This design comes from an exercise in tuning for small area on the open sky130 flow, not from production work.
Function was checked by simulation only, so behaviour that the tests miss may differ from the original.
Power is estimated from default activity; no workload was simulated.

==> design.v <==
module sp_sram #(
  parameter AW = 5,
  parameter DW = 36
) (
  input  wire          clk,
  input  wire          we,
  input  wire [AW-1:0] wa,
  input  wire [DW-1:0] d,
  input  wire [AW-1:0] ra_nx,    
  output wire [DW-1:0] q
);
  reg [DW-1:0] mem [0:(1<<AW)-1];
  always @(posedge clk)
    if (we)
      mem[wa] <= d;
  reg  [(1<<AW)-1:0] rsel;
  always @(posedge clk)
    rsel <= {{((1<<AW)-1){1'b0}}, 1'b1} << ra_nx;
  reg  [DW-1:0] qq;
  integer i;
  always @(*)
  begin
    qq = {DW{1'b0}};
    for (i = 0; i < (1<<AW); i = i + 1)
      qq = qq | (mem[i] & {DW{rsel[i]}});
  end
  assign q = qq;
endmodule
module mst_fifo_ctl #(
  parameter AW = 5               
) (
  input  clk,
  input  rst_n,
  input  mltcn,
  input  fiford,
  input  [1:0] fifordid,         
  input  fifowr,
  input  [1:0] fifowrid,
  output reg [3:0] fifoafull,  
  output wire [3:0] fifonempt,  
  input  [35:0] fifo_din,
  output wire [35:0] fifo_dout,
  output  wire mem_we,           
  output  wire [AW-1:0] mem_a,     
  output  wire [35:0] mem_d,	 
  input   wire [35:0] mem_q	 
  );
localparam [AW:0] AFULL_CH  = (1 << (AW-2)) - 5;  
localparam [AW:0] AFULL_ALL = (1 << AW) - 5;      
wire [1:0] ch = fifowrid;
reg [AW-1:0] wrcnt0;
reg [AW:0]   fifolen0;
reg [AW-3:0] wrcnt1, wrcnt2, wrcnt3;
reg [AW-2:0] fifolen1, fifolen2, fifolen3;
reg [AW-1:0] wrcnt;
reg [AW:0]   fifolen;
always @(*)
  case (ch)
    2'b00: begin wrcnt = wrcnt0; fifolen = fifolen0; end
    2'b01: begin wrcnt = {2'b00, wrcnt1}; fifolen = {2'b00, fifolen1}; end
    2'b10: begin wrcnt = {2'b00, wrcnt2}; fifolen = {2'b00, fifolen2}; end
    default: begin wrcnt = {2'b00, wrcnt3}; fifolen = {2'b00, fifolen3}; end
  endcase
assign fifonempt[0] = |fifolen0;
assign fifonempt[1] = |fifolen1;
assign fifonempt[2] = |fifolen2;
assign fifonempt[3] = |fifolen3;
wire full     = mltcn ? fifolen[AW-2] : fifolen[AW];
wire notempty = |fifolen;
assign mem_we = fifowr & (!full);
wire   mem_re = fiford & notempty;
wire [AW-1:0] wrinc = wrcnt + 1'b1;
wire [AW-1:0] rdcnt = wrcnt - fifolen[AW-1:0];
wire [AW:0]   lennx = mem_we ? fifolen + 1'b1 : fifolen - 1'b1;
wire          lenup = mem_we | mem_re;
assign mem_a = mltcn ? {ch, mem_we ? wrcnt[AW-3:0] : rdcnt[AW-3:0]}
                     : (mem_we ? wrcnt0 : rdcnt);
assign mem_d = fifo_din;
assign fifo_dout = mem_q;
always @(posedge clk or negedge rst_n)
  if (!rst_n)
  begin
    wrcnt0 <= {AW{1'b0}};     fifolen0 <= {(AW+1){1'b0}};
    wrcnt1 <= {(AW-2){1'b0}}; fifolen1 <= {(AW-1){1'b0}};
    wrcnt2 <= {(AW-2){1'b0}}; fifolen2 <= {(AW-1){1'b0}};
    wrcnt3 <= {(AW-2){1'b0}}; fifolen3 <= {(AW-1){1'b0}};
  end
  else
    case (ch)
      2'b00: begin
        if (mem_we) wrcnt0 <= wrinc;
        if (lenup)  fifolen0 <= lennx;
      end
      2'b01: begin
        if (mem_we) wrcnt1 <= wrinc[AW-3:0];
        if (lenup)  fifolen1 <= lennx[AW-2:0];
      end
      2'b10: begin
        if (mem_we) wrcnt2 <= wrinc[AW-3:0];
        if (lenup)  fifolen2 <= lennx[AW-2:0];
      end
      default: begin
        if (mem_we) wrcnt3 <= wrinc[AW-3:0];
        if (lenup)  fifolen3 <= lennx[AW-2:0];
      end
    endcase
always @ (posedge clk or negedge rst_n)
  begin
    if (!rst_n)
      fifoafull <= 4'h0;
    else if (mltcn)
      begin
      fifoafull[0] <= (fifolen0 >= AFULL_CH);
      fifoafull[1] <= (fifolen1 >= AFULL_CH);
      fifoafull[2] <= (fifolen2 >= AFULL_CH);
      fifoafull[3] <= (fifolen3 >= AFULL_CH);
      end
    else
      begin
      fifoafull[0] <= (fifolen0 >= AFULL_ALL);
      fifoafull[1] <= 1'b0;
      fifoafull[2] <= 1'b0;
      fifoafull[3] <= 1'b0;
      end
  end
endmodule
module mst_data_gen (
  input  wire        rst_n,
  input  wire        clk,
  input  wire        clr,      
  input  wire        en,       
  input  wire [1:0]  ch,       
  input  wire        req,      
  input  wire [31:0] q,        
  output wire [31:0] dat       
);
  reg [3:0]  rst_v;            
  assign dat = q | {32{en & rst_v[ch]}};    
  always @ (posedge clk or negedge rst_n)
    if (!rst_n)
      rst_v <= 4'hf;
    else if (clr)
      rst_v <= 4'hf;
    else if (req)
      rst_v[ch] <= 1'b0;
endmodule
module mst_data_chk (
  input  wire        rst_n,
  input  wire        clk,
  input  wire        clr,     
  input  wire        erdis,
  input  wire [1:0]  ch,      
  input  wire        vld,     
  input  wire [31:0] rdata,
  input  wire [31:0] q,       
  output wire [31:0] exp,     
  output wire        adv,     
  output wire [3:0]  seq_err
);
  reg [3:0]  rst_v;           
  reg [3:0]  err;
  assign seq_err = err & {4{!erdis}};
  assign exp = q & {32{!rst_v[ch]}};
  wire        upd = vld & !err[ch] & !erdis;
  wire        eq  = (rdata == exp);
  assign adv = upd & eq;
  always @ (posedge clk or negedge rst_n)
    if (!rst_n)
    begin
      rst_v <= 4'hf;
      err   <= 4'h0;
    end
    else if (clr)
    begin
      rst_v <= 4'hf;
      err   <= 4'h0;
    end
    else if (upd)
    begin
      if (eq)
        rst_v[ch] <= 1'b0;
      else
        err[ch]   <= 1'b1;
    end
endmodule
module mst_pre_fet
    (
     input  wire        clk,
     input  wire        rst_n,
     input  wire        prefena,    
     input  wire        prefreq,    
     input  wire        prefmod,    
     input  wire [1:0]  prefchn,    
     input  wire        prefmask,   
     output wire [3:0]  prefnempt,  
     output wire [35:0] prefdout,   
     output wire        ififord,    
     input  wire [3:0]  ifnempt,    
     input  wire [35:0] ififodat,   
     output wire        genreq,     
     input  wire [31:0] gendat      
     );
reg  [35:0] pdat [0:15];
wire [3:0]  pwrap;        
reg  [11:0] plen;         
reg  [7:0]  pwc;          
reg         prefwr;
wire [2:0] len  = plen[prefchn*3 +: 3];
wire [1:0] wc   = pwc[prefchn*2 +: 2];
wire       full = len[2];
assign prefnempt[0] = |plen[2:0];
assign prefnempt[1] = |plen[5:3];
assign prefnempt[2] = |plen[8:6];
assign prefnempt[3] = |plen[11:9];
wire write = prefwr & !full;
wire read  = prefreq & prefnempt[prefchn];
wire [3:0]  wa = {prefchn, wc};
wire [3:0]  ra = {prefchn, wc - len[1:0]};
wire [35:0] prefdin = {ififodat[35:32] | {4{prefmod}}, gendat};
always @(posedge clk)
  if (write)
    pdat[wa] <= prefdin;
wire [15:0] pwf;
genvar gw, gk;
generate
  for (gw = 0; gw < 4; gw = gw + 1)
  begin : g_pwf
    reg wrapped;
    always @(posedge clk or negedge rst_n)
      if (!rst_n)
        wrapped <= 1'b0;
      else if (write & (wc == 2'd3) & (prefchn == gw))
        wrapped <= 1'b1;
    assign pwrap[gw] = wrapped;
    for (gk = 0; gk < 4; gk = gk + 1)
    begin : g_k
      assign pwf[gw*4 + gk] = pwrap[gw] | (pwc[gw*2 +: 2] > gk);
    end
  end
endgenerate
wire [15:0] rsel = (16'h1 << ra) & pwf & {16{!prefmask}};
reg  [35:0] pout;
integer i;
always @(*)
begin
  pout = 36'h0;
  for (i = 0; i < 16; i = i + 1)
    pout = pout | (pdat[i] & {36{rsel[i]}});
end
assign prefdout = pout;
genvar g;
generate
  for (g = 0; g < 4; g = g + 1)
  begin : g_len
    wire sel = (prefchn == g);
    always @(posedge clk or negedge rst_n)
      if (!rst_n)
      begin
        plen[g*3 +: 3] <= 3'd0;
        pwc[g*2 +: 2]  <= 2'd0;
      end
      else if (sel)
      begin
        if (write)
          pwc[g*2 +: 2] <= wc + 1'b1;
        if (write & !read)
          plen[g*3 +: 3] <= len + 1'b1;
        else if (read & !write)
          plen[g*3 +: 3] <= len - 1'b1;
      end
  end
endgenerate
wire datareq = prefena && !(len[2] | (len[1] & len[0])) && (ifnempt[prefchn] | prefmod);
assign ififord = datareq && (!prefmod);
assign genreq  = datareq && prefmod;
always @(posedge clk or negedge rst_n)
  if (!rst_n)
    prefwr <= 1'b0;
  else
    prefwr <= datareq;
endmodule
module mst_fifo_fsm (
  input  rst_n,
  input  clk,
  input  txe_n,
  input  rxf_n,
  input  [31:0] idata,
  input  [3:0]  ibe,
  input  mltcn,
  input  stren,
  input  r_oob,
  input  w_oob,  
  input  [3:0] mst_rd_n,
  input  [3:0] mst_wr_n,
  output  reg [31:0] odata,
  output  reg [3:0]  obe,
  output  reg dt_oe_n,
  output  reg be_oe_n,
  output  wire siwu_n,
  output  reg wr_n,    
  output  reg rd_n,
  output  reg oe_n,
  output  [3:0] tp_debug_sig,  
  output  chk_vld,
  output  [2:0] seq_a_nx,    
  output  [31:0] chk_data,
  input	  [3:0] chk_err,  
  input  [3:0] ififoafull,  
  input  [3:0] ififonempt, 
  output  ififowr,
  output  [ 1:0] ififowrid,
  output  [35:0] ififo_wdat,
  output wire prefena,
  output wire prefreq,
  output wire prefmod,
  output wire [1:0] prefchn,
  input [ 3:0]  prefnempt, 
  input [35:0]  prefdout,     
  output        prefmask      
);
  localparam IDLE	= 2'b00;
  localparam MDLE	= 2'b01;
  localparam MTRD	= 2'b10;
  localparam MTWR	= 2'b11;
  reg [1:0] nxt_state, cur_stap1, cur_stap2, cur_stap3, cur_stap4;
  wire [1:0] cur_state;  
  assign tp_debug_sig[3:0] 	= 4'b1010; 
  assign siwu_n		= 1'b1;
  wire [3:0] imst_rd_n;
  wire [3:0] imst_wr_n;
  reg  [3:0] mst_rd_n_p1;
  reg  [3:0] mst_wr_n_p1;
  reg  [3:0] mst_rd_n_p2;
  reg  [3:0] mst_wr_n_p2;
  reg        mst_wr_n_p3;
  reg        mst_wr_n_p4;
  wire [3:0] ibuf_ful;
  wire [3:0] ibuf_nep;
  reg  [1:0] ichannel;
  wire [3:0] remv;           
  reg  [35:0] remd [3:0];    
  reg  rxf_n_p1;
  reg  txe_n_p1; 
  reg  w_oob_p1;
  reg  w_oob_p2;
  reg  r_oob_p1;
  reg  r_oob_p2;
  reg  r_oob_p3;
  reg  w_1byte;
  reg  w_1flag; 
  assign imst_rd_n = mst_rd_n_p2;
  assign imst_wr_n = mst_wr_n_p2;
  assign ibuf_ful  = ififoafull; 
  assign ibuf_nep  = ififonempt | prefnempt | remv;
  reg [3:0] irxf_n;
  reg [3:0] itxe_n;
  always @ (posedge clk or negedge rst_n)
  begin
    if (~rst_n)
    begin 
      irxf_n	<=	4'hf;
      itxe_n 	<=	4'hf;
    end 
    else if (((cur_stap2 == IDLE) || (cur_stap2 == MDLE)) && (!txe_n) && wr_n)
      begin
        irxf_n    <= mltcn ? idata[15:12] : {3'b111,rxf_n}; 
        itxe_n    <= mltcn ? idata[11:8]  : {3'b111,txe_n}; 
      end
  end
  always @ (posedge clk or negedge rst_n)
  begin
    if (~rst_n)
      w_1byte <= 1'b0;
    else if (r_oob_p2 & (!r_oob_p3))
      w_1byte <= 1'b1;
    else if (w_1byte && (cur_stap1 == IDLE) && (cur_stap2 == MTWR))
      w_1byte <= 1'b0;
    else if (!r_oob_p2)
      w_1byte <= 1'b0; 
  end 
  always @ (posedge clk or negedge rst_n)
  begin
    if (~rst_n)
      w_1flag <= 1'b0;
    else if (!r_oob_p2) 
      w_1flag <= 1'b0;
    else if (w_1byte & (cur_stap2 == MTWR))
      w_1flag <= 1'b1;
  end 
  reg [3:0] ifsm_cond;
  wire r_oobe;
  assign r_oobe = r_oob_p2 | ((!mltcn) & (!wr_n) & (obe != 4'hF)); 
  always @ (posedge clk or negedge rst_n)
  begin
    if (~rst_n)
      ifsm_cond <= 4'h0;
    else if (!mltcn)
    begin
      ifsm_cond[0] <= (cur_stap1 == IDLE) & (!imst_rd_n[0]) & (!rxf_n)& (!ibuf_ful[ichannel]); 
      ifsm_cond[1] <= (cur_state == MTRD) & ( imst_rd_n[0]  | (rxf_n  & (!rxf_n_p1))  | ibuf_ful[ichannel]) ; 
      ifsm_cond[2] <= (cur_state == MDLE) & (!imst_wr_n[0]) & (!txe_n)& (ibuf_nep[ichannel]  | stren | w_1byte) & (!w_1flag);
      ifsm_cond[3] <= (cur_stap3 == MTWR) & ( imst_wr_n[0]  | (txe_n  & (!txe_n_p1))  | r_oobe |
		                            ((!ififonempt[ichannel]) & (!stren) & (!prefnempt[ichannel]))) ; 
    end 
    else 
    begin 
      ifsm_cond[0] <= (!imst_rd_n[ichannel]) & (!irxf_n[ichannel])  & (!ibuf_ful[ichannel]) & (cur_stap3 == IDLE); 
      ifsm_cond[1] <= ( imst_rd_n[ichannel]  | (rxf_n & (!rxf_n_p1))|   ibuf_ful[ichannel]) & (cur_state == MTRD); 
      ifsm_cond[2] <= (!imst_wr_n[ichannel]) & (!itxe_n[ichannel])  & (ibuf_nep[ichannel] | stren) & (cur_stap3 == MDLE);
      ifsm_cond[3] <= ( imst_wr_n[ichannel]  | (rxf_n & (!rxf_n_p1))| 
			((!ififonempt[ichannel]) & (!stren) & (!prefnempt[ichannel]))) & (cur_stap3 == MTWR); 
    end 
  end 
  always @ (posedge clk, negedge rst_n)
  begin
    if (~rst_n) begin
      cur_stap1 <= IDLE;
      cur_stap2 <= IDLE;
      cur_stap3 <= IDLE;
      cur_stap4 <= IDLE;
    end
    else begin
      cur_stap1 <= cur_state;
      cur_stap2 <= cur_stap1; 
      cur_stap3 <= cur_stap2; 
      cur_stap4 <= cur_stap3; 
    end
  end
  assign cur_state = nxt_state;
  always @ (posedge clk, negedge rst_n) 
  begin
    if (~rst_n)
      nxt_state <= IDLE;
    else if (chk_err != 4'b0000)
      nxt_state <= MDLE;
    else 
      case (cur_state)
        IDLE : nxt_state <= ifsm_cond[0] ? MTRD : (((cur_stap4 == IDLE) & (cur_stap3 == IDLE)  & 
                                                 (cur_stap2 == IDLE) & (cur_stap1 == IDLE)) ? MDLE : IDLE); 
        MTRD : nxt_state <= ifsm_cond[1] ? MDLE : MTRD;
        MDLE : nxt_state <= ifsm_cond[2] ? MTWR : (((cur_stap4 == MDLE) & (cur_stap3 == MDLE)  & 
                                                 (cur_stap2 == MDLE) & (cur_stap1 == MDLE)) ? IDLE : MDLE); 
        MTWR : nxt_state <= (ifsm_cond[3] | (r_oobe & (!wr_n))) ? IDLE : MTWR; 
      endcase
  end
  wire [1:0] ichannel_nx = (!mltcn) ? 2'b00 :
                           ((cur_stap1 == IDLE) & (cur_stap2 != IDLE)) ? ichannel + 1'b1 :
                           ichannel;
  always @ (posedge clk or negedge rst_n)
  begin
    if (~rst_n)
      ichannel <= 2'b00;
    else
      ichannel <= ichannel_nx;
  end
reg  [31:0] rdata;
reg  [3:0] rbe; 
reg  rvalid;
wire [31:0] wdata;
wire [3:0] wbe; 
  assign prefmask = remv[ichannel];
  reg [35:0] wsel;
  integer k;
  always @(*)
  begin
    wsel = {wbe, wdata};
    for (k = 0; k < 4; k = k + 1)
      wsel = wsel | (remd[k] & {36{remv[k] & (ichannel == k)}});
  end
  always @ (posedge clk)
  begin
    if ((cur_state == MTWR) || (cur_stap1 == MTWR)) 
      if (!mltcn) 
      begin
        odata <= r_oobe ? 32'h0000_0036 : wsel[31:0];
        obe   <= r_oobe ? 4'h1          : wsel[35:32];
      end 
      else 
      begin 
        if ((cur_stap1 != MTWR) | (cur_stap2 != MTWR))
        begin 
          odata[31:16] <= 16'hffff; 
          odata[15:8]  <= odata[15:8];
          odata[7:0]   <= {6'b000000,ichannel} + 1'b1; 
          obe          <= 4'h1;
        end 
        else 
        begin
          odata <= wsel[31:0];
          obe   <= wsel[35:32];
        end 
      end 
    else if ((cur_state == MTRD) & mltcn)
      begin 
        odata[31:16] <= 16'hffff; 
        odata[15:8]  <= odata[15:8];
        odata[7:0]   <= {6'b000000,ichannel} + 1'b1; 
        obe	     <= 4'h0;
      end  
    else if ((cur_stap2 == IDLE) | (cur_stap2 == MDLE)) 
    begin 
      odata	<= 32'hFFFF_FFFF;
      obe	<=  4'hF;
    end
  end
  always @ (posedge clk)
  begin
    rdata <= idata;
    rbe   <= ibe;
  end
  wire rvalid_nx = (cur_stap1 == MTRD) &
                   (mltcn ? !(rxf_n | wr_n) : (!(rxf_n | rd_n) & !w_oob_p2));
  always @ (posedge clk or negedge rst_n)
  begin
    if (~rst_n)
      rvalid    <= 'b0;
    else
      rvalid    <= rvalid_nx;
  end
  always @ (posedge clk or negedge rst_n)
  begin
    if (~rst_n)
    begin 
      dt_oe_n	<= 'b1;
      be_oe_n 	<= 'b1;
      wr_n	<= 'b1;     
      rd_n	<= 'b1; 
      oe_n	<= 'b1;
    end
    else
    begin  
      if ((cur_state == IDLE) || (cur_state == MDLE)) 
      begin 
        dt_oe_n	<= mltcn;  
        be_oe_n	<= 'b0;
        wr_n	<= 'b1;     
        rd_n	<= 'b1; 
        oe_n	<= 'b1;
      end
      else if (cur_state == MTRD)
        if (!mltcn) 
        begin
          dt_oe_n 	<= 'b1;
          be_oe_n 	<= 'b1;
          wr_n		<= 'b1;     
          rd_n		<= (rxf_n | oe_n) ? 1'b1 : 1'b0; 
          oe_n		<=  rxf_n         ? 1'b1 : 1'b0; 
        end
        else
        begin
          be_oe_n 	<= !(cur_stap1 == IDLE);  
          wr_n		<= (rxf_n & (!rxf_n_p1)) ? 1'b1 : ((cur_stap1 == IDLE)?  1'b0 : wr_n); 
          rd_n		<= 1'b1; 
          oe_n		<= 1'b1;  
        end
      else if (cur_state == MTWR) 
        if (!mltcn) 
        begin
      	  dt_oe_n	<= 1'b0; 
      	  be_oe_n 	<= 1'b0;
          if ((cur_stap3 == MTWR) && (cur_stap4 == MDLE)) 
            wr_n        <= 1'b0; 
          else if (((!prefnempt[ichannel]) & (!stren)) | r_oobe | txe_n)
	    wr_n 	<= 1'b1;
      	  rd_n		<= 'b1; 
      	  oe_n		<= 'b1;
        end 
        else 
        begin 
          dt_oe_n	<= wr_n;  
          be_oe_n 	<= 1'b0;
          if (rxf_n & (!rxf_n_p1))
            wr_n	<= 1'b1;
          else if (cur_stap1 == MDLE)
            wr_n	<= 1'b0;
          else if ((!rxf_n) & (((!stren) & (!prefnempt[ichannel])) | ifsm_cond[3])) 
            wr_n	<= 1'b1;
          rd_n		<= 1'b1; 
          oe_n		<= 1'b1; 
        end 
    end 
  end
  wire readburst;
  reg  readburst_p1; 
  wire rd245;
  wire rd600; 
  wire rema600;
  assign rd245 = (!mltcn) && (!txe_n) && (prefnempt[ichannel] | stren) && (!r_oobe) && (cur_stap3 == MTWR) 
                          && (!remv[ichannel]) && (!mst_wr_n_p4) && prefena;  
  assign rd600 =   mltcn  && (!rxf_n) && (!wr_n) && (prefnempt[ichannel] | stren) && (cur_stap3 == MTWR); 
  assign rema600 = (!remv[ichannel]) & (cur_stap2 == MTWR) & (cur_stap3 != MTWR) & mltcn;
  assign readburst  = rd245 | rd600;
  wire rem_clr = ((cur_stap3 == MTWR) && (cur_stap4 == MDLE) && (!mltcn)) ||
                 ((cur_stap2 == MTWR) && (cur_stap3 == MDLE) && mltcn);
  wire rem_set = readburst_p1 & (mltcn ? (wr_n | rxf_n) : ((!wr_n) & txe_n));
  genvar gr;
  generate
    for (gr = 0; gr < 4; gr = gr + 1)
    begin : g_remv
      reg v;
      always @ (posedge clk or negedge rst_n)
      begin
        if (~rst_n)
          v <= 1'b0;
        else if (ichannel == gr)
        begin
          if (rem_clr)
            v <= 1'b0;
          else if (rem_set)
            v <= 1'b1;
        end
      end
      assign remv[gr] = v;
    end
  endgenerate
  always @ (posedge clk)
    if (rem_set)
      remd[ichannel] <= {obe,odata};
  always @ (posedge clk or negedge rst_n)
  begin 
    if (~rst_n) 
    begin 
      readburst_p1<= 1'b0;
      rxf_n_p1	  <= 1'b1;
      txe_n_p1	  <= 1'b1;
      w_oob_p1    <= 1'b0;
      w_oob_p2    <= 1'b0;
      r_oob_p1    <= 1'b0;
      r_oob_p2    <= 1'b0;
      r_oob_p3    <= 1'b0;
      mst_rd_n_p1 <= 4'hF;
      mst_wr_n_p1 <= 4'hF;;
      mst_rd_n_p2 <= 4'hF;
      mst_wr_n_p2 <= 4'hF;;
      mst_wr_n_p3 <= 1'b1;;
      mst_wr_n_p4 <= 1'b1;;
    end 
    else
    begin 
      readburst_p1<= readburst;
      rxf_n_p1    <= rxf_n; 
      txe_n_p1    <= txe_n; 
      w_oob_p1    <= w_oob;		
      w_oob_p2    <= w_oob_p1;
      r_oob_p1    <= r_oob;		
      r_oob_p2    <= r_oob_p1;
      r_oob_p3    <= r_oob_p2;
      mst_rd_n_p1 <= mst_rd_n;
      mst_wr_n_p1 <= mst_wr_n;
      mst_rd_n_p2 <= mst_rd_n_p1;
      mst_wr_n_p2 <= mst_wr_n_p1;
      mst_wr_n_p3 <= mst_wr_n_p2[0];
      mst_wr_n_p4 <= mst_wr_n_p3;
    end 
  end
assign chk_vld = rvalid & stren;
assign seq_a_nx = {rvalid_nx, ichannel_nx};
assign chk_data= rdata;
assign prefena = (cur_state == MTWR);
assign prefreq = readburst | rema600;
assign prefmod = stren;
assign prefchn = ichannel;
assign wdata   = prefdout[31:0];
assign wbe     = prefdout[35:32];
assign ififowr  	= rvalid & (!stren);
assign ififowrid 	= ichannel;
assign ififo_wdat 	= {rbe,rdata}; 
endmodule 
module mst_fifo_top (
  input  wire RST_N,
  input  wire MLTCN,  
  input  wire STREN,  
  input  wire ERDIS,  
  input  wire R_OOB,
  input  wire W_OOB,  
  input  wire CLK,
  input  wire [31:0] DATA_I,    
  input  wire [3:0]  BE_I,      
  output wire [31:0] DATA_O,    
  output wire [3:0]  BE_O,      
  output wire DT_OE_N,          
  output wire BE_OE_N,          
  input  wire RXF_N,     
  input  wire TXE_N,
  output wire WR_N,     
  output wire RD_N,
  output wire OE_N,
  output wire [3:0] STRER
);
  localparam AW = 5;
  wire [3:0] tp_seq_err;
  wire [3:0] tp_debug_sig;
  wire tp_siwu_n;
  assign STRER = tp_seq_err;
  wire chk_vld;
  wire [31:0] chk_data;
  wire gen_req;
  wire [31:0] gen_dat;
  wire ififord;
  wire ififowr;
  wire [1:0] ififowrid;
  wire [3:0] ififoafull;
  wire [3:0] ififonempt;
  wire [35:0] ififo_wdat;
  wire [35:0] ififo_rdat;
  wire prefena;
  wire prefreq;
  wire prefmod;
  wire[ 1:0]  prefchn;
  wire[ 3:0]  prefnempt;
  wire[35:0]  prefdout;
  wire        prefmask;
  mst_fifo_fsm i1_fsm (
    .rst_n	(RST_N),
    .clk		(CLK),
    .txe_n	(TXE_N),
    .rxf_n	(RXF_N),
    .idata	(DATA_I),
    .ibe		(BE_I),
    .mltcn	(MLTCN),
    .stren	(STREN),
    .r_oob	(R_OOB),
    .w_oob	(W_OOB),
    .mst_rd_n	(4'h0),
    .mst_wr_n	(4'h0), 
    .odata	(DATA_O),
    .obe		(BE_O),
    .dt_oe_n(DT_OE_N),
    .be_oe_n(BE_OE_N),
    .siwu_n	(tp_siwu_n),
    .wr_n	(WR_N),
    .rd_n	(RD_N),
    .oe_n	(OE_N),
    .tp_debug_sig(tp_debug_sig),
    .chk_vld	(chk_vld),
    .seq_a_nx	(seq_a_nx),
    .chk_data	(chk_data),
    .chk_err	(tp_seq_err),
    .ififoafull	(ififoafull),
    .ififonempt	(ififonempt),
    .ififowr	(ififowr),
    .ififowrid	(ififowrid),
    .ififo_wdat	(ififo_wdat),
    .prefena   (prefena),
    .prefreq   (prefreq),
    .prefmod   (prefmod),
    .prefchn   (prefchn),
    .prefnempt (prefnempt),
    .prefdout  (prefdout),
    .prefmask  (prefmask)
  );
   mst_pre_fet i2_pref (
    .clk      (CLK),
    .rst_n    (RST_N),
    .prefena  (prefena),    
    .prefreq  (prefreq),    
    .prefmod  (prefmod),
    .prefchn  (prefchn),
    .prefmask (prefmask),
    .prefnempt(prefnempt),     
    .prefdout (prefdout),     
    .ififord  (ififord),
    .ifnempt  (ififonempt),    
    .ififodat (ififo_rdat),  
    .genreq   (gen_req),
    .gendat   (gen_dat)
     );
  wire [31:0] mem_q32;
  wire [31:0] chk_exp;
  wire        chk_adv;
  wire [AW-1:0] seq_a = {{(AW-3){1'b0}}, chk_vld, prefchn};
  wire [2:0]    seq_a_nx;
  mst_data_chk i3_chk(
    .rst_n	(RST_N),
    .clk	(CLK),
    .clr	(W_OOB),
    .erdis 	(ERDIS),
    .ch	(prefchn),
    .vld	(chk_vld),
    .rdata	(chk_data),
    .q	(mem_q32),
    .exp	(chk_exp),
    .adv	(chk_adv),
    .seq_err	(tp_seq_err)
  );
  mst_data_gen i4_gen(
    .rst_n	(RST_N),
    .clk	(CLK),
    .clr	(R_OOB),
    .en	(STREN),
    .ch	(prefchn),
    .req	(gen_req),
    .q	(mem_q32),
    .dat	(gen_dat)
  );
  wire [31:0] seq_nxt = (chk_vld ? chk_exp : gen_dat) + 1'b1;
  wire        seq_we  = chk_adv | gen_req;
  wire mem_w;
  wire [AW-1:0] mem_a;
  wire [35:0] mem_d;
  wire [35:0] mem_q;
  mst_fifo_ctl #(.AW(AW)) i5_ctl(
    .clk	(CLK),
    .rst_n	(RST_N),
    .mltcn	(MLTCN),
    .fiford	(ififord),
    .fifordid	(prefchn),
    .fifowr	(ififowr),
    .fifowrid	(ififowrid),
    .fifoafull	(ififoafull),
    .fifonempt	(ififonempt),
    .fifo_din	(ififo_wdat),
    .fifo_dout	(ififo_rdat),
    .mem_we	(mem_w),
    .mem_a	(mem_a),
    .mem_d	(mem_d),
    .mem_q	(mem_q)
    );
  sp_sram #(.AW(AW), .DW(36)) i6_ram (
    .clk	(CLK),
    .we		(mem_w | seq_we),
    .wa		(STREN ? seq_a : mem_a),
    .d		({mem_d[35:32], STREN ? seq_nxt : mem_d[31:0]}),
    .ra_nx	(STREN ? {{(AW-3){1'b0}}, seq_a_nx} : mem_a),
    .q		(mem_q)
  );
  assign mem_q32 = mem_q[31:0];
endmodule
==> flow/run.sh <==
#!/bin/bash
# Own layout flow: the standard layout (standard.sh) with two changes.
#  1. Synthesis is the standard synthesis script except that the final
#     ABC technology mapping uses flow/area.abc (Yosys's default ABC mapping
#     with more area recovery, under the clock-period delay target) instead
#     of ORFS's speed script.
#     Registers are mapped by the same dfflibmap step before ABC, so their
#     names and cell types are the standard synthesis's.
#  2. Clock tree synthesis does not insert dummy loads.
#  3. Port buffers (every input and output still gets one) are the
#     smallest buffer, buf_1, instead of the resizer's pick.
# Each step's full output is in orfs/logs/ (ORFS writes one log per step);
# make's own output is in flow_make.log.
set -euo pipefail
W=$(pwd)
mkdir -p "$W/myflow"
# synthesis script: synth_recipe.tcl sourcing a copy of ORFS's synth.tcl
sed "s#^  log_cmd abc {\\*}\$abc_args#  log_cmd abc -script $W/flow/area.abc {*}[lrange \$abc_args 2 end]#" \
  "$FLOW_HOME/scripts/synth.tcl" > "$W/myflow/synth.tcl"
grep -q "log_cmd abc -script $W/flow/area.abc" "$W/myflow/synth.tcl"
sed "s#source \$::env(SCRIPTS_DIR)/synth.tcl#source $W/myflow/synth.tcl#" \
  "$W/synth_recipe.tcl" > "$W/myflow/synth_recipe.tcl"
grep -q "source $W/myflow/synth.tcl" "$W/myflow/synth_recipe.tcl"
#
CTS="-sink_clustering_enable -repair_clock_nets -dont_use_dummy_load"
CTS="$CTS -sink_clustering_size 16 -sink_clustering_max_diameter 45"
CTS="$CTS -buf_list sky130_fd_sc_hd__clkbuf_8"
bash "$W/standard.sh" "SYNTH_SCRIPT=$W/myflow/synth_recipe.tcl" "CTS_ARGS=$CTS" \
  "BUFFER_PORTS_ARGS=-buffer_cell sky130_fd_sc_hd__buf_1" finish \
  > "$W/flow_make.log" 2>&1
test -s "$W/out/final.def"
==> flow/area.abc <==
strash
&get -n
&fraig -x
&put
scorr
dc2
dretime
strash
&get -n
&dch -f
&nf -R 1000
&put
==> standard.sh <==
#!/bin/bash
# synth_recipe.tcl (not shown) runs the flow's synth.tcl, then flattens the netlist and writes it again
# the make line also repeats each setting of config.mk as NAME=value (left out here)
make -C /OpenROAD-flow-scripts/flow DESIGN_CONFIG=/design/flow/config.mk WORK_HOME=/design/flow/orfs CLKGATE_MAP_FILE= SYNTH_SCRIPT=/design/flow/synth_recipe.tcl "${@:-finish}"
==> config.mk <==
export PLATFORM = sky130hd
export DESIGN_NAME = mst_fifo_top
export DESIGN_NICKNAME = mst_fifo_top
export VERILOG_FILES = /design/flow/design.v
export SDC_FILE = /design/flow/constraint.sdc
export NUM_CORES = 4
export LEC_CHECK = 0
export CAP_MARGIN = 10
export CORE_MARGIN = 2
export CORE_UTILIZATION = 65
export CTS_BUF_LIST = sky130_fd_sc_hd__clkbuf_8
export CTS_CLUSTER_DIAMETER = 45
export CTS_CLUSTER_SIZE = 16
export PLACE_DENSITY = 0.75
export SLEW_MARGIN = 10
==> constraint.sdc <==
create_clock -name core_clock -period 10.0 [get_ports {CLK}]
set_input_delay 2.0000 -clock core_clock [delete_from_list [all_inputs] [get_ports {CLK}]]
set_output_delay 2.0000 -clock core_clock [all_outputs]
set_load 0.01 [all_outputs]
==> run notes, run 1 <==
Synth Area in XOR/XNOR - 0.730%
Cells after Synth - 4110
adder-cell share of the synthesized area - 0.411%
min Tclk post-route - 8.22 ns
hold slack - 0.361 ns
Clk pin slew, worst setup/hold paths - 0.10 ns
CP endpoint kind - register
most common cell after layout, fill and taps aside - edfxtp_1
Final nets - 4610
DR iter-0 viols - 9003
filler instances - 7197
gr ovfl total - 0
Routed WL per cell - 37.6 um
Initial Util - 65.3%
CP max FO - 32
Antenna Nets Post-Route - 0
Clock Skews - 0.0864 ns
Num CTS Buffers - 177
Core Util, Final - 70.9%
Syn-to-layout area delta - 8.64%
synth unique cells - 55
CTS tree - built
Cell Pwr Density - 253 mW/mm^2
Slew HR - 12.9%
Mapped Area - 0.0755 sq mm
most frequent cells in the layout - edfxtp_1 (1908), a222oi_1 (435), nand2_1 (255)
max_cap viols - 0
Root Buffer - clkbuf_8
status - no timing/DRC/antenna violations
Synth Area in Compound Gates - 10.5%
vias - 46300
fin. max-slew vios - 0
TritonRoute pass-1 iters - 10
Sink Count - 2097
hold_buf cts - 0
fmax - 0.122 GHz
number of global-route vias before repair - 44600
CTS resizes - 0
placed instance area - 0.0795 sq mm
gr usage total - 38.4%
DIE AREA - 0.119 sq mm
post-CTS setup buffer count - 0
Die Y - 345 um
largest net degree at the start of global routing - 77
setup_tns - 0 ns
routed wire length on met2 - 104 mm
ratio of cells with drive above 1 in the final layout - 11.2%
largest family of logic cells by synthesized area - compound AO/OA/AOI/OAI gates
Avg Inst Size Synth - 18.4 sq um
detailed placement HPWL - 126 mm
CTS max path bufs - 3
CP max-delay cell - a21oi_2
required time worst endpoint - 10.54 ns
Die Wd - 345 um
total leakage power - 25.7 nW
Setup WS post-layout - 1.78 ns
RSZ-0062 raised after global routing - no
most used cell, CP - or3_1
syn_nets - 4178
Port Buffers - 89
Worst Path Arrival - 8.75 ns
Yosys reg bits - 2097
first-pass GRT wire length - 318 mm
Top-Level Pins - 90
Hold Crit Class - reg2reg
Post-Synth Simple-Gate Area - 5.67%
number of synthesized flops with an enable pin - 1908
final setup fails - 0
Hold Violations, Final - 0
Slew @ Worst Pin - 1.30 ns
met1 wire length - 73.1 mm
multiplexer share of the synthesized area - 0.810%
drt total wl - 228 mm
async set-reset flop share out of synthesis - 5.77%
post-synthesis sequential area ratio - 81.7%
row cnt - 125
DR WL met3 - 36.8 mm
CP peak stage delay - 0.89 ns
final worst path period share - 82.2%
CTS HTree Levels - 4
Synthesis Warnings - 6
crit path launch type - register
final instance area - 0.0821 sq mm
worst skew pair latency - 0.96 ns
critical path class - reg2reg
gpl congestion - 0.938
DRC violations left - 0
Main synth FF type - edfxtp_1
initial antenna violation count - 5
highest routed metal layer - met5
crit-path cells - buf_4 > a222oi_1 > and4_1 > nand4_1 > or2_0 > a21oi_1 > clkinv_1 > nand3_1 > nor3_1 > nand3_1 > or3_1 > or3_1 > or3_1 > or3_1 > or3_1 > or4_1 > or2_0 > nor3_1 > xor2_1 > a21oi_2
via/cell ratio - 7.64
worst vdd ir - 0.205 mV
post-placement setup slack - 0.979 ns
core area - 0.116 sq mm
==> final cells by class <==
class                   instances  area (sq um)  area share [%]
flip-flops and latches       2097         61800            75.3
well taps                    1524          1910            2.32
diodes                          1          2.50         0.00305
clock buffers                 177          2440            2.97
inverters                      35           131           0.160
multi-input cells            1978         14200            17.3
repair buffers                253          1610            1.96
==> cells in the mapped netlist (all sizes together), types with 9 or more instances <==
master / n / area, sq um
o21ai: 110 / 551
xor2: 29 / 254
and3: 16 / 100
a22oi: 154 / 1160
nor2b: 34 / 213
nand4: 94 / 588
nor3: 51 / 255
and2: 30 / 188
a31oi: 11 / 68.8
edfxtp: 1908 / 57300
ha: 20 / 250
xnor2: 34 / 298
nor2: 179 / 672
mux4: 9 / 203
dfstp: 27 / 709
a22o: 26 / 228
mux2: 31 / 349
nand2: 255 / 957
dfxtp: 68 / 1360
a21o: 15 / 113
nand3: 93 / 465
a221oi: 63 / 552
and4: 10 / 87.6
a21oi: 96 / 480
clkinv: 35 / 131
dfrtp: 94 / 2350
or3: 27 / 169
nor4: 21 / 131
a211oi: 9 / 67.6
a222oi: 435 / 4350
nand2b: 21 / 131
or2: 38 / 238
==> where the power goes <==
part	switching (mW)	internal [mW]	total (mW)	leakage (nW)
logic	3.79	1.40	5.18	5.32
registers	0.411	11.0	11.4	19.1
clock network	2.55	1.58	4.13	1.27
total	6.75	14.0	20.7	25.7
==> cells by family after synthesis <==
family	count (synthesis)
XOR/XNOR	63
multiplexers	46
other	1
AO/OA/AOI/OAI	964
flip-flops	2097
buffers and inverters	35
AND/OR/NAND/NOR	881
adder cells (fa/ha/maj)	23
==> metrics by stage <==
step | power [mW] | cells
after global routing | 21.3 | 6065
after CTS | 20.5 | 6063
final | 20.7 | 6065
after detailed placement | 16.5 | 5886
after floorplan | 14.2 | 4110
after global placement | 16.4 | 5886
==> worst max-delay path: cells and delay by family, from the launching register on <==
kind	cells	cell delay, ns
xor gates and xnor gates	1	0.12
AOI/OAI and AO/OA	3	1.22
and+or+nand+nor	14	4.97
buffers and inverters	2	0.58
DFF	1	0.85
==> worst paths after layout <==
kind                       slack (ns)             startpoint  cells past startpoint            endpoint
min in group asynchronous        1.12                  RST_N                      1     i1_fsm.r_oob_p3
setup reg to reg                 1.78        i6_ram.rsel[13]                     20  i6_ram.mem[26][28]
max in group asynchronous        7.41                  RST_N                      2    i5_ctl.wrcnt0[3]
setup / recovery                 1.78        i6_ram.rsel[13]                     20  i6_ram.mem[26][28]
hold / removal                   0.36  i1_fsm.mst_rd_n_p2[2]                      0  i1_fsm.mst_wr_n_p3
hold reg to reg                  0.36  i1_fsm.mst_rd_n_p2[2]                      0  i1_fsm.mst_wr_n_p3
==> state kept, by name (all words and copies together) (netlist names), 5 cells and up <==
register         flops
i6_ram.mem        1152
i2_pref.pdat       576
i1_fsm.remd        144
i1_fsm.odata        32
i1_fsm.rdata        32
i6_ram.rsel         32
i2_pref.plen        12
i2_pref.pwc          8
i5_ctl.fifolen0      6
i5_ctl.wrcnt0        5
==> per-layer routing <==
layer / vias to the layer above / global-route usage (%)
met4: 8 / 18.6
met2: 4442 / 59.6
li1: 18300 / -
met5: - / 0
met3: 848 / 10.4
met1: 22700 / 51.2
==> inputs of run 2 (changes only) <==
--- a/flow/run.sh
+++ b/flow/run.sh
@@ -23,7 +23,7 @@
 grep -q "source $W/myflow/synth.tcl" "$W/myflow/synth_recipe.tcl"
 #
 CTS="-sink_clustering_enable -repair_clock_nets -dont_use_dummy_load"
-CTS="$CTS -sink_clustering_size 16 -sink_clustering_max_diameter 45"
+CTS="$CTS -sink_clustering_size 18 -sink_clustering_max_diameter 45"
 CTS="$CTS -buf_list sky130_fd_sc_hd__clkbuf_8"
 bash "$W/standard.sh" "SYNTH_SCRIPT=$W/myflow/synth_recipe.tcl" "CTS_ARGS=$CTS" \
   "BUFFER_PORTS_ARGS=-buffer_cell sky130_fd_sc_hd__buf_1" finish \
--- a/config.mk
+++ b/config.mk
@@ -10,6 +10,6 @@
 export CORE_UTILIZATION = 65
 export CTS_BUF_LIST = sky130_fd_sc_hd__clkbuf_8
 export CTS_CLUSTER_DIAMETER = 45
-export CTS_CLUSTER_SIZE = 16
+export CTS_CLUSTER_SIZE = 18
 export PLACE_DENSITY = 0.75
 export SLEW_MARGIN = 10
==> run notes, run 2 <==
Num CTS Buffers - 168 (was 177)
hold slack - 0.360 ns (was 0.361 ns)
max reg flops - 1152 (unchanged)
Largest regs - i6_ram.mem: 1152 flops, i2_pref.pdat: 576 flops, i1_fsm.remd: 144 flops (unchanged)
max_cap viols - 0 (unchanged)
CP endpoint kind - register (unchanged)
Cells after Synth - 4110 (unchanged)
critical path class - in2reg (was reg2reg)
initial antenna violation count - 6 (was 5)
Hold Crit Class - reg2reg (unchanged)
CTS max path bufs - 3 (unchanged)
DR iter-0 viols - 9330 (was 9003)
final worst path period share - 82.3% (was 82.2%)
gr ovfl total - 0 (unchanged)
worst skew pair latency - 0.92 ns (was 0.96 ns)
setup_tns - 0 ns (unchanged)
Mapped Area - 0.0755 sq mm (unchanged)
post-synthesis sequential area ratio - 81.7% (unchanged)
top-count cell post-synth - edfxtp_1 (unchanged)
CTS HTree Levels - 4 (unchanged)
Sink Count - 2097 (unchanged)
Slew @ Worst Pin - 1.32 ns (was 1.30 ns)
gr usage total - 38.3% (was 38.4%)
post-synth top area cell - edfxtp_1 (unchanged)
Root Buffer - clkbuf_8 (unchanged)
top-area cell type share of the netlist area - 75.8% (unchanged)
GR Util met1 - 51.5% (was 51.2%)
synth top area cells - edfxtp_1 (76%), a222oi_1 (5.8%), dfrtp_1 (3.1%) (unchanged)
detailed placement HPWL - 126 mm (unchanged)
hold_buf cts - 0 (unchanged)
DIE AREA - 0.119 sq mm (unchanged)
post-placement setup slack - 0.979 ns (unchanged)
Reg2Reg Setup Slack - 1.82 ns (was 1.78 ns)
RR Endpoint - i6_ram.mem[29][28] (was i6_ram.mem[26][28])
Post-synth top cells - edfxtp_1 (1908), a222oi_1 (435), nand2_1 (255), nor2_1 (179), a22oi_1 (154) (unchanged)
Yosys reg bits - 2097 (unchanged)
number of synthesized flops with an enable pin - 1908 (unchanged)
CP max FO - 32 (unchanged)
via/cell ratio - 7.62 (was 7.64)
Antenna Nets Post-Route - 0 (unchanged)
Sequential Area - 0.0618 sq mm (unchanged)
hold path start - i1_fsm.mst_rd_n_p1[2] (was i1_fsm.mst_rd_n_p2[2])
Slew HR - 11.2% (was 12.9%)
drt total wl - 227 mm (was 228 mm)
total leakage power - 25.6 nW (was 25.7 nW)
number of global-route vias before repair - 44500 (was 44600)
min Tclk post-route - 8.23 ns (was 8.22 ns)
Port Buffers - 89 (unchanged)
crit path launch type - primary input (was register)
Cell Pwr Density - 252 mW/mm^2 (was 253 mW/mm^2)
required time worst endpoint - 10.48 ns (was 10.54 ns)
CTS tree - built (unchanged)
row cnt - 125 (unchanged)
CTS resizes - 0 (unchanged)
syn_nets - 4178 (unchanged)
Clock Skews - 0.113 ns (was 0.0864 ns)
Worst Path Arrival - 8.71 ns (was 8.75 ns)
final setup fails - 0 (unchanged)
Clk pin slew, worst setup/hold paths - 0.09 ns (was 0.10 ns)
worst vdd ir - 0.195 mV (was 0.205 mV)
first-pass GRT wire length - 317 mm (was 318 mm)
largest net degree at the start of global routing - 77 (unchanged)
status - no timing/DRC/antenna violations (unchanged)
Hold Violations, Final - 0 (unchanged)
Die Wd - 345 um (unchanged)
Top Usage Layer GRT - met2 (unchanged)
Main synth FF type - edfxtp_1 (unchanged)
most common cell after layout, fill and taps aside - edfxtp_1 (unchanged)
fin. max-slew vios - 0 (unchanged)
async set-reset flop share out of synthesis - 5.77% (unchanged)
gpl congestion - 0.938 (unchanged)
Die Y - 345 um (unchanged)
TritonRoute pass-1 iters - 10 (unchanged)
vias - 46200 (was 46300)
ratio of cells with drive above 1 in the final layout - 11.0% (was 11.2%)
core area - 0.116 sq mm (unchanged)
Final nets - 4601 (was 4610)
met3 Use GR - 9.53% (was 10.4%)
DRC violations left - 0 (unchanged)
Top-Level Pins - 90 (unchanged)
Overall Power - 20.6 mW (was 20.7 mW)
most frequent cells in the layout - edfxtp_1 (1908), a222oi_1 (435), nand2_1 (255) (unchanged)
hold path depth - 0 (unchanged)
Worst Hold End - i1_fsm.mst_rd_n_p2[2] (was i1_fsm.mst_wr_n_p3)
Initial Util - 65.3% (unchanged)
post-CTS setup buffer count - 0 (unchanged)
filler instances - 7187 (was 7197)
Setup WS post-layout - 1.77 ns (was 1.78 ns)
Synthesis Warnings - 6 (unchanged)
RSZ-0062 raised after global routing - no (unchanged)
Core Util, Final - 70.8% (was 70.9%)
synth unique cells - 55 (unchanged)
fmax - 0.121 GHz (was 0.122 GHz)
multi-input gate area in the final layout - 0.0142 sq mm (about the same)
Routed WL per cell - 37.5 um (was 37.6 um)
Worst R2R Path Depth - 21 (was 20)
Syn-to-layout area delta - 8.49% (was 8.64%)
Largest Register - i6_ram.mem (unchanged)
met2 Resource Use GR - 60.1% (was 59.6%)
r2r startpoint - i6_ram.rsel[23] (was i6_ram.rsel[13])
Avg Inst Size Synth - 18.4 sq um (unchanged)
## run 2: cell counts after synthesis
Identical to the previous run, type by type.
## run 2: report_power, final
group | internal (mW) | leakage, nW | switching (mW)
Combinational | 1.40 | 5.32 | 3.78
Clock | 1.50 | 1.21 | 2.52
Sequential | 11.0 | 19.1 | 0.410
## run 2: area by class of cell
| cell class | instances | area share, % |
|---|---|---|
| diodes | 5 | 0.0153 |
| clock buffers | 168 | 2.82 |
| inverters | 35 | 0.160 |
| multi-input cells | 1978 | 17.4 |
| flip-flops and latches | 2097 | 75.4 |
| well taps | 1524 | 2.33 |
| repair buffers | 253 | 1.96 |
## run 2: how the worst max path moves through the flow
stage / start / endpoint / slack (ns)
5_1_grt: STREN / i6_ram.mem[0][28] / 1.28
6_report: STREN / i6_ram.mem[29][28] / 1.77
3_3_place_gp: STREN / i6_ram.mem[0][30] / 1.12
2_1_floorplan: STREN / i6_ram.mem[0][28] / 1.92
4_1_cts: STREN / i6_ram.mem[27][30] / 1.92
3_5_place_dp: STREN / i6_ram.mem[31][30] / 0.98
## run 2: layer usage
metal / wire, um / share of wire [%]
met3: 36100 / 16
met4: 12900 / 5.7
met2: 105000 / 46
met5: 26 / 0.011
met1: 73500 / 32
## run 2: cell families after synthesis
group / count (synthesis) / synth area share [%]
flops: 2097 / 81.7
simple gates: 881 / 5.67
fa+ha+maj: 23 / 0.411
compound gates: 964 / 10.5
xor+xnor: 63 / 0.730
other cells: 1 / 0.00496
buf+inv: 35 / 0.174
mux: 46 / 0.810
## run 2: per-stage QoR
stage          std cells  cell area, sq um
2_1_floorplan       4110             75500
3_3_place_gp        5886             79500
3_5_place_dp        5886             79500
4_1_cts             6054             81800
5_1_grt             6060             82000
6_report            6060             82000
## run 2: worst max-delay path, stage by stage
cell and delay [ns]:
clkbuf_4 0.32, and2_0 0.21, buf_4 0.24, or2_0 0.61, o21ai_0 0.32, nor2_1 0.19, nand3_1 0.13, nor3_1 0.31
nand3_1 0.19, or3_1 0.46, or3_1 0.43, or3_1 0.42, or3_1 0.41, or3_1 0.42, or4_1 0.45, or2_0 0.30
nor3_1 0.24, xor2_1 0.12, a21oi_2 0.88
==> inputs of run 3 (changes only) <==
--- a/config.mk
+++ b/config.mk
@@ -5,11 +5,11 @@
 export SDC_FILE = /design/flow/constraint.sdc
 export NUM_CORES = 4
 export LEC_CHECK = 0
-export CAP_MARGIN = 10
+export CAP_MARGIN = 5
 export CORE_MARGIN = 2
 export CORE_UTILIZATION = 65
 export CTS_BUF_LIST = sky130_fd_sc_hd__clkbuf_8
 export CTS_CLUSTER_DIAMETER = 45
 export CTS_CLUSTER_SIZE = 18
 export PLACE_DENSITY = 0.75
-export SLEW_MARGIN = 10
+export SLEW_MARGIN = 5
==> run notes, run 3 <==
required time worst endpoint - 10.48 ns (about the same)
hold path depth - 0 (unchanged)
Synthesis Warnings - 6 (unchanged)
syn_nets - 4178 (unchanged)
Largest Register - i6_ram.mem (unchanged)
min Tclk post-route - 8.21 ns (was 8.23 ns)
CP max FO - 32 (unchanged)
post-CTS setup buffer count - 0 (unchanged)
Cell Pwr Density - 252 mW/mm^2 (about the same)
drt total wl - 227 mm (about the same)
setup_tns - 0 ns (unchanged)
max_cap viols - 0 (unchanged)
synth top area cells - edfxtp_1 (76%), a222oi_1 (5.8%), dfrtp_1 (3.1%) (unchanged)
RR Endpoint - i6_ram.mem[25][28] (was i6_ram.mem[29][28])
max reg flops - 1152 (unchanged)
post-synthesis sequential area ratio - 81.7% (unchanged)
via/cell ratio - 7.63 (was 7.62)
Overall Power - 20.6 mW (about the same)
Post-synth top cells - edfxtp_1 (1908), a222oi_1 (435), nand2_1 (255), nor2_1 (179), a22oi_1 (154) (unchanged)
async set-reset flop share out of synthesis - 5.77% (unchanged)
DR iter-0 viols - 9254 (was 9330)
top-area cell type share of the netlist area - 75.8% (unchanged)
final setup fails - 0 (unchanged)
vias - 46300 (was 46200)
Root Buffer - clkbuf_8 (unchanged)
post-synth top area cell - edfxtp_1 (unchanged)
Port Buffers - 89 (unchanged)
Hold Violations, Final - 0 (unchanged)
post-placement setup slack - 0.979 ns (unchanged)
Initial Util - 65.3% (unchanged)
CTS resizes - 0 (unchanged)
Avg Inst Size Synth - 18.4 sq um (unchanged)
number of synthesized flops with an enable pin - 1908 (unchanged)
Die Wd - 345 um (unchanged)
CP endpoint kind - register (unchanged)
RSZ-0062 raised after global routing - no (unchanged)
Hold Crit Class - reg2reg (unchanged)
hold_buf cts - 0 (unchanged)
Slew HR - 3.14% (was 11.2%)
synth unique cells - 55 (unchanged)
placed insts - 5886 (unchanged)
worst skew pair latency - 0.93 ns (was 0.92 ns)
CTS tree - built (unchanged)
detailed placement HPWL - 126 mm (unchanged)
Worst R2R Path Depth - 21 (unchanged)
Largest regs - i6_ram.mem: 1152 flops, i2_pref.pdat: 576 flops, i1_fsm.remd: 144 flops (unchanged)
TritonRoute pass-1 iters - 10 (unchanged)
Top-Level Pins - 90 (unchanged)
fin cells - 6062 (was 6060)
critical path class - in2reg (unchanged)
Num CTS Buffers - 168 (unchanged)
core area - 0.116 sq mm (unchanged)
Cells after Synth - 4110 (unchanged)
CTS max path bufs - 3 (unchanged)
Worst Hold End - i1_fsm.mst_rd_n_p2[2] (unchanged)
Slew @ Worst Pin - 1.45 ns (was 1.32 ns)
hold slack - 0.360 ns (about the same)
Sink Count - 2097 (unchanged)
Routed WL per cell - 37.5 um (about the same)
Syn-to-layout area delta - 8.45% (was 8.49%)
CTS HTree Levels - 4 (unchanged)
Setup WS post-layout - 1.79 ns (was 1.77 ns)
Core Util, Final - 70.8% (about the same)
fin. max-slew vios - 0 (unchanged)
Final nets - 4600 (was 4601)
gr usage total - 38.3% (unchanged)
row cnt - 125 (unchanged)
Worst Path Arrival - 8.69 ns (was 8.71 ns)
final worst path period share - 82.1% (was 82.3%)
r2r startpoint - i6_ram.rsel[23] (unchanged)
gr ovfl total - 0 (unchanged)
DIE AREA - 0.119 sq mm (unchanged)
final instance area - 0.0819 sq mm (was 0.0820 sq mm)
number of global-route vias before repair - 44500 (unchanged)
most common cell after layout, fill and taps aside - edfxtp_1 (unchanged)
crit path launch type - primary input (unchanged)
Main synth FF type - edfxtp_1 (unchanged)
fmax - 0.122 GHz (was 0.121 GHz)
largest net degree at the start of global routing - 77 (unchanged)
Antenna Nets Post-Route - 0 (unchanged)
Die Y - 345 um (unchanged)
ratio of cells with drive above 1 in the final layout - 11.0% (about the same)
most frequent cells in the layout - edfxtp_1 (1908), a222oi_1 (435), nand2_1 (255) (unchanged)
gpl congestion - 0.938 (unchanged)
hold path start - i1_fsm.mst_rd_n_p1[2] (unchanged)
first-pass GRT wire length - 317 mm (unchanged)
initial antenna violation count - 6 (unchanged)
Yosys reg bits - 2097 (unchanged)
worst vdd ir - 0.194 mV (was 0.195 mV)
Mapped Area - 0.0755 sq mm (unchanged)
Clock Skews - 0.118 ns (was 0.113 ns)
Clk pin slew, worst setup/hold paths - 0.09 ns (about the same)
top-count cell post-synth - edfxtp_1 (unchanged)
total leakage power - 25.6 nW (about the same)
status - no timing/DRC/antenna violations (unchanged)
DRC violations left - 0 (unchanged)
Reg2Reg Setup Slack - 1.81 ns (was 1.82 ns)
placed instance area - 0.0795 sq mm (unchanged)
run 3: cell counts after synthesis:
No cell type changed its count.
run 3: report_power, final:
group | leakage, nW | internal, mW | switching [mW]
clock | 1.21 | 1.50 | 2.52
sequential | 19.1 | 11.0 | 0.410
combinational | 5.30 | 1.40 | 3.77
total | 25.6 | 13.9 | 6.70
run 3: kinds of logic (layout without fill, tap and decap cells):
kind of cell / count (synthesis) / count (layout) / synth area share (%)
AOI/OAI and AO/OA: 964 / 964 / 10.5
xor gates and xnor gates: 63 / 63 / 0.730
and+or+nand+nor: 881 / 881 / 5.67
DFF: 2097 / 2097 / 81.7
adders and majority gates: 23 / 23 / 0.411
other: 1 / 9 / 0.00496
muxes: 46 / 46 / 0.810
buffers and inverters: 35 / 455 / 0.174
run 3: per-layer routing:
metal	track usage, %	routed length [um]	vias to the layer above
li1	-	-	18300
met1	51.5	72700	22700
met2	60.1	105000	4464
met3	9.53	36800	827
met4	17.6	12700	6
met5	0	128	-
run 3: layout make-up:
cell class,instances,area [sq um]
sequential,2097,61800
fill,7195,33800
multi-input combinational,1978,14200
clock buffer,168,2310
tap,1524,1910
timing repair buffer,252,1580
inverter,35,131
antenna,8,20.0
run 3: worst max-delay path by stage:
stage,startpoint,slack (ns),endpoint
6_report,STREN,1.79,i6_ram.mem[25][28]
5_1_grt,STREN,1.30,i6_ram.mem[0][28]
4_1_cts,STREN,1.92,i6_ram.mem[27][30]
3_5_place_dp,STREN,0.98,i6_ram.mem[31][30]
3_3_place_gp,STREN,1.12,i6_ram.mem[0][30]
2_1_floorplan,STREN,1.92,i6_ram.mem[0][28]
run 3: worst max-delay path, stage by stage:
cell,delay [ns]
clkbuf_4,0.31
and2_0,0.21
buf_4,0.24
or2_0,0.62
o21ai_0,0.32
nor2_1,0.19
nand3_1,0.13
nor3_1,0.31
nand3_1,0.19
or3_1,0.46
or3_1,0.44
or3_1,0.43
or3_1,0.41
or3_1,0.41
or4_1,0.45
or2_0,0.30
nor3_1,0.24
xor2_1,0.12
a21oi_2,0.87
==> inputs of run 4 (changes only) <==
--- a/flow/run.sh
+++ b/flow/run.sh
@@ -23,7 +23,7 @@
 grep -q "source $W/myflow/synth.tcl" "$W/myflow/synth_recipe.tcl"
 #
 CTS="-sink_clustering_enable -repair_clock_nets -dont_use_dummy_load"
-CTS="$CTS -sink_clustering_size 18 -sink_clustering_max_diameter 45"
+CTS="$CTS -sink_clustering_size 20 -sink_clustering_max_diameter 45"
 CTS="$CTS -buf_list sky130_fd_sc_hd__clkbuf_8"
 bash "$W/standard.sh" "SYNTH_SCRIPT=$W/myflow/synth_recipe.tcl" "CTS_ARGS=$CTS" \
   "BUFFER_PORTS_ARGS=-buffer_cell sky130_fd_sc_hd__buf_1" finish \
--- a/config.mk
+++ b/config.mk
@@ -5,11 +5,11 @@
 export SDC_FILE = /design/flow/constraint.sdc
 export NUM_CORES = 4
 export LEC_CHECK = 0
-export CAP_MARGIN = 5
+export CAP_MARGIN = 10
 export CORE_MARGIN = 2
 export CORE_UTILIZATION = 65
 export CTS_BUF_LIST = sky130_fd_sc_hd__clkbuf_8
 export CTS_CLUSTER_DIAMETER = 45
-export CTS_CLUSTER_SIZE = 18
+export CTS_CLUSTER_SIZE = 20
 export PLACE_DENSITY = 0.75
-export SLEW_MARGIN = 5
+export SLEW_MARGIN = 10
==> run notes, run 4 <==
top-area cell type share of the netlist area - 75.8% (unchanged)
placed insts - 5886 (unchanged)
critical path class - in2reg (unchanged)
fin cells - 6052 (was 6062)
DR iter-0 viols - 9392 (was 9254)
Root Buffer - clkbuf_8 (unchanged)
Yosys reg bits - 2097 (unchanged)
most used cell, CP - or3_1 (unchanged)
Worst R2R Path Depth - 21 (unchanged)
Die Y - 345 um (unchanged)
Mapped Area - 0.0755 sq mm (unchanged)
crit-path cells - clkbuf_4 > and2_0 > buf_4 > or2_0 > o21ai_0 > nor2_1 > nand3_1 > nor3_1 > nand3_1 > or3_1 > or3_1 > or3_1 > or3_1 > or3_1 > or4_1 > or2_0 > nor3_1 > xor2_1 > a21oi_2 (unchanged)
Cell Pwr Density - 251 mW/mm^2 (was 252 mW/mm^2)
top-count cell post-synth - edfxtp_1 (unchanged)
initial antenna violation count - 9 (was 6)
number of buffers and inverters on the critical path - 2 (unchanged)
synth top area cells - edfxtp_1 (76%), a222oi_1 (5.8%), dfrtp_1 (3.1%) (unchanged)
gr usage total - 38.3% (about the same)
status - no timing/DRC/antenna violations (unchanged)
fmax - 0.122 GHz (about the same)
number of synthesized flops with an enable pin - 1908 (unchanged)
CP peak stage delay - 0.88 ns (was 0.87 ns)
Port Buffers - 89 (unchanged)
DIE AREA - 0.119 sq mm (unchanged)
DRC violations left - 0 (unchanged)
ratio of cells with drive above 1 in the final layout - 10.9% (was 11.0%)
setup_tns - 0 ns (unchanged)
CP endpoint kind - register (unchanged)
required time worst endpoint - 10.50 ns (was 10.48 ns)
detailed placement HPWL - 126 mm (unchanged)
synth unique cells - 55 (unchanged)
Hold Crit Class - reg2reg (unchanged)
gpl congestion - 0.938 (unchanged)
async set-reset flop share out of synthesis - 5.77% (unchanged)
Synthesis Warnings - 6 (unchanged)
placed instance area - 0.0795 sq mm (unchanged)
Final nets - 4596 (was 4600)
final setup fails - 0 (unchanged)
row cnt - 125 (unchanged)
final instance area - 0.0819 sq mm (about the same)
CP max-delay cell - a21oi_2 (unchanged)
min Tclk post-route - 8.22 ns (was 8.21 ns)
r2r startpoint - i6_ram.rsel[23] (unchanged)
largest net degree at the start of global routing - 77 (unchanged)
core area - 0.116 sq mm (unchanged)
Worst Path Arrival - 8.72 ns (was 8.69 ns)
max_cap viols - 0 (unchanged)
CTS tree - built (unchanged)
Num CTS Buffers - 163 (was 168)
gr ovfl total - 0 (unchanged)
Top-Level Pins - 90 (unchanged)
drt total wl - 227 mm (about the same)
Reg2Reg Setup Slack - 1.80 ns (was 1.81 ns)
Worst Hold End - i1_fsm.mst_rd_n_p2[2] (unchanged)
Largest regs - i6_ram.mem: 1152 flops, i2_pref.pdat: 576 flops, i1_fsm.remd: 144 flops (unchanged)
CP max FO - 32 (unchanged)
hold_buf cts - 0 (unchanged)
post-synthesis sequential area ratio - 81.7% (unchanged)
post-synth top area cell - edfxtp_1 (unchanged)
syn_nets - 4178 (unchanged)
RSZ-0062 raised after global routing - no (unchanged)
Hold Violations, Final - 0 (unchanged)
Initial Util - 65.3% (unchanged)
TritonRoute pass-1 iters - 14 (was 10)
worst vdd ir - 0.208 mV (was 0.194 mV)
crit path launch type - primary input (unchanged)
most frequent cells in the layout - edfxtp_1 (1908), a222oi_1 (435), nand2_1 (255) (unchanged)
Antenna Nets Post-Route - 0 (unchanged)
Clk pin slew, worst setup/hold paths - 0.09 ns (about the same)
first-pass GRT wire length - 317 mm (about the same)
Largest Register - i6_ram.mem (unchanged)
post-CTS setup buffer count - 0 (unchanged)
via/cell ratio - 7.65 (was 7.63)
Post-synth top cells - edfxtp_1 (1908), a222oi_1 (435), nand2_1 (255), nor2_1 (179), a22oi_1 (154) (unchanged)
Die Wd - 345 um (unchanged)
Avg Inst Size Synth - 18.4 sq um (unchanged)
CTS HTree Levels - 4 (unchanged)
Slew @ Worst Pin - 1.28 ns (was 1.45 ns)
number of global-route vias before repair - 44500 (about the same)
Overall Power - 20.6 mW (about the same)
CTS resizes - 0 (unchanged)
most common cell after layout, fill and taps aside - edfxtp_1 (unchanged)
final worst path period share - 82.2% (was 82.1%)
hold path depth - 0 (unchanged)
worst skew pair latency - 0.94 ns (was 0.93 ns)
Cells after Synth - 4110 (unchanged)
fin. max-slew vios - 0 (unchanged)
Routed WL per cell - 37.5 um (about the same)
vias - 46300 (about the same)
worst setup path start - STREN (unchanged)
Sink Count - 2097 (unchanged)
Slew HR - 14.8% (was 3.14%)
hold path start - i1_fsm.mst_rd_n_p1[2] (unchanged)
Main synth FF type - edfxtp_1 (unchanged)
hold slack - 0.360 ns (about the same)
RR Endpoint - i6_ram.mem[0][28] (was i6_ram.mem[25][28])
Clock Skews - 0.119 ns (was 0.118 ns)
total leakage power - 25.6 nW (about the same)
largest delay contributor family on the critical path - simple AND/OR/NAND/NOR gates (unchanged)
CTS max path bufs - 3 (unchanged)
max reg flops - 1152 (unchanged)
Syn-to-layout area delta - 8.39% (was 8.45%)
-- run 4: worst reg2reg max path: stages, from the launching register on --
cell      delay (ns)
dfxtp_2         1.03
buf_4           0.43
a222oi_1        0.10
nand2_1         0.08
nor2_1          0.07
nand4_1         0.19
or2_0           0.60
o21ai_0         0.32
nor2_1          0.19
nand3_1         0.13
nor3_1          0.31
nand3_1         0.19
or3_1           0.47
or3_1           0.44
or3_1           0.44
or3_1           0.42
or3_1           0.42
or4_1           0.45
or2_0           0.30
nor3_1          0.24
xor2_1          0.12
a21oi_2         0.88
-- run 4: worst max-delay path by stage --
stage	slack [ns]	to	cells after the start
floorplan	1.92	i6_ram.mem[0][28]	17
detailed placement	0.98	i6_ram.mem[31][30]	19
CTS	1.92	i6_ram.mem[27][30]	19
global route	1.30	i6_ram.mem[0][28]	19
global placement	1.12	i6_ram.mem[0][30]	19
finish	1.78	i6_ram.mem[0][28]	19
-- run 4: cells by family after synthesis --
| family | share of synthesized area [%] |
|---|---|
| other | 0.00496 |
| AND/OR/NAND/NOR | 5.67 |
| multiplexers | 0.810 |
| adder cells (fa/ha/maj) | 0.411 |
| buffers and inverters | 0.174 |
| XOR/XNOR | 0.730 |
| flip-flops | 81.7 |
| AO/OA/AOI/OAI | 10.5 |
-- run 4: per-stage QoR --
| step | setup slack (ns) | util [%] |
|---|---|---|
| global route | 1.30 | 70.7 |
| floorplan | 1.92 | - |
| CTS | 1.92 | 70.7 |
| detailed placement | 0.979 | 68.7 |
| finish | 1.78 | 70.8 |
| global placement | 1.12 | 68.7 |
-- run 4: report_power, final --
| group | internal, mW | total (mW) | switching [mW] |
|---|---|---|---|
| Clock | 1.46 | 3.96 | 2.50 |
| Sequential | 11.0 | 11.4 | 0.408 |
| Combinational | 1.40 | 5.18 | 3.78 |
| Total | 13.9 | 20.6 | 6.69 |
-- run 4: per-layer routing --
metal,up-vias,track usage (%),wire [um]
met5,-,0,100
met4,10,18.1,13400
met3,850,9.95,36200
met2,4406,59.8,104000
met1,22800,51.1,73200
li1,18300,-,-
-- run 4: cell type report --
cell class	count	area, sq um
Antenna cell	2	5.00
Clock buffer	163	2240
Fill cell	7212	33900
Inverter	35	131
Multi-Input combinational cell	1978	14200
Sequential cell	2097	61800
Tap cell	1524	1910
Timing Repair Buffer	253	1610

-- separate check: timing with driven ports --
How much do the figures lean on ideal ports? The routed layouts below were timed once more, with nothing changed but the port constraints. Step 1 sets driving cells, clkbuf_16 on the clock port and buf_2 on the other inputs (assumed; they add their load-dependent delay and slew). Step 2 times the ports against the registers' clock, not the clock port: input delays grow and output delays shrink by t, the midpoint of the rising clock arrivals with the driver on. a / b / c = ideal ports / drivers / drivers and shift; a / b = the first two.
run	t (ns)	slack for setup (ns)	clock arrival spread, ns	worst data-port slew with drivers (ns)	pins driven straight from the clock port
run 1	0.986	1.783 / 1.783 / 0.843	0.086 / 0.087	0.04	1
run 2	0.942	1.769 / 1.804 / 0.863	0.113 / 0.113	0.04	1
run 3	0.946	1.794 / 1.811 / 0.881	0.118 / 0.117	0.04	1
run 4	0.954	1.781 / 1.804 / 0.859	0.119 / 0.119	0.04	1
After both steps setup and hold are still met in every run listed. The setup slack of run 1, which loses most, moves by 0.000 ns with the drivers and by -0.940 ns with both steps.
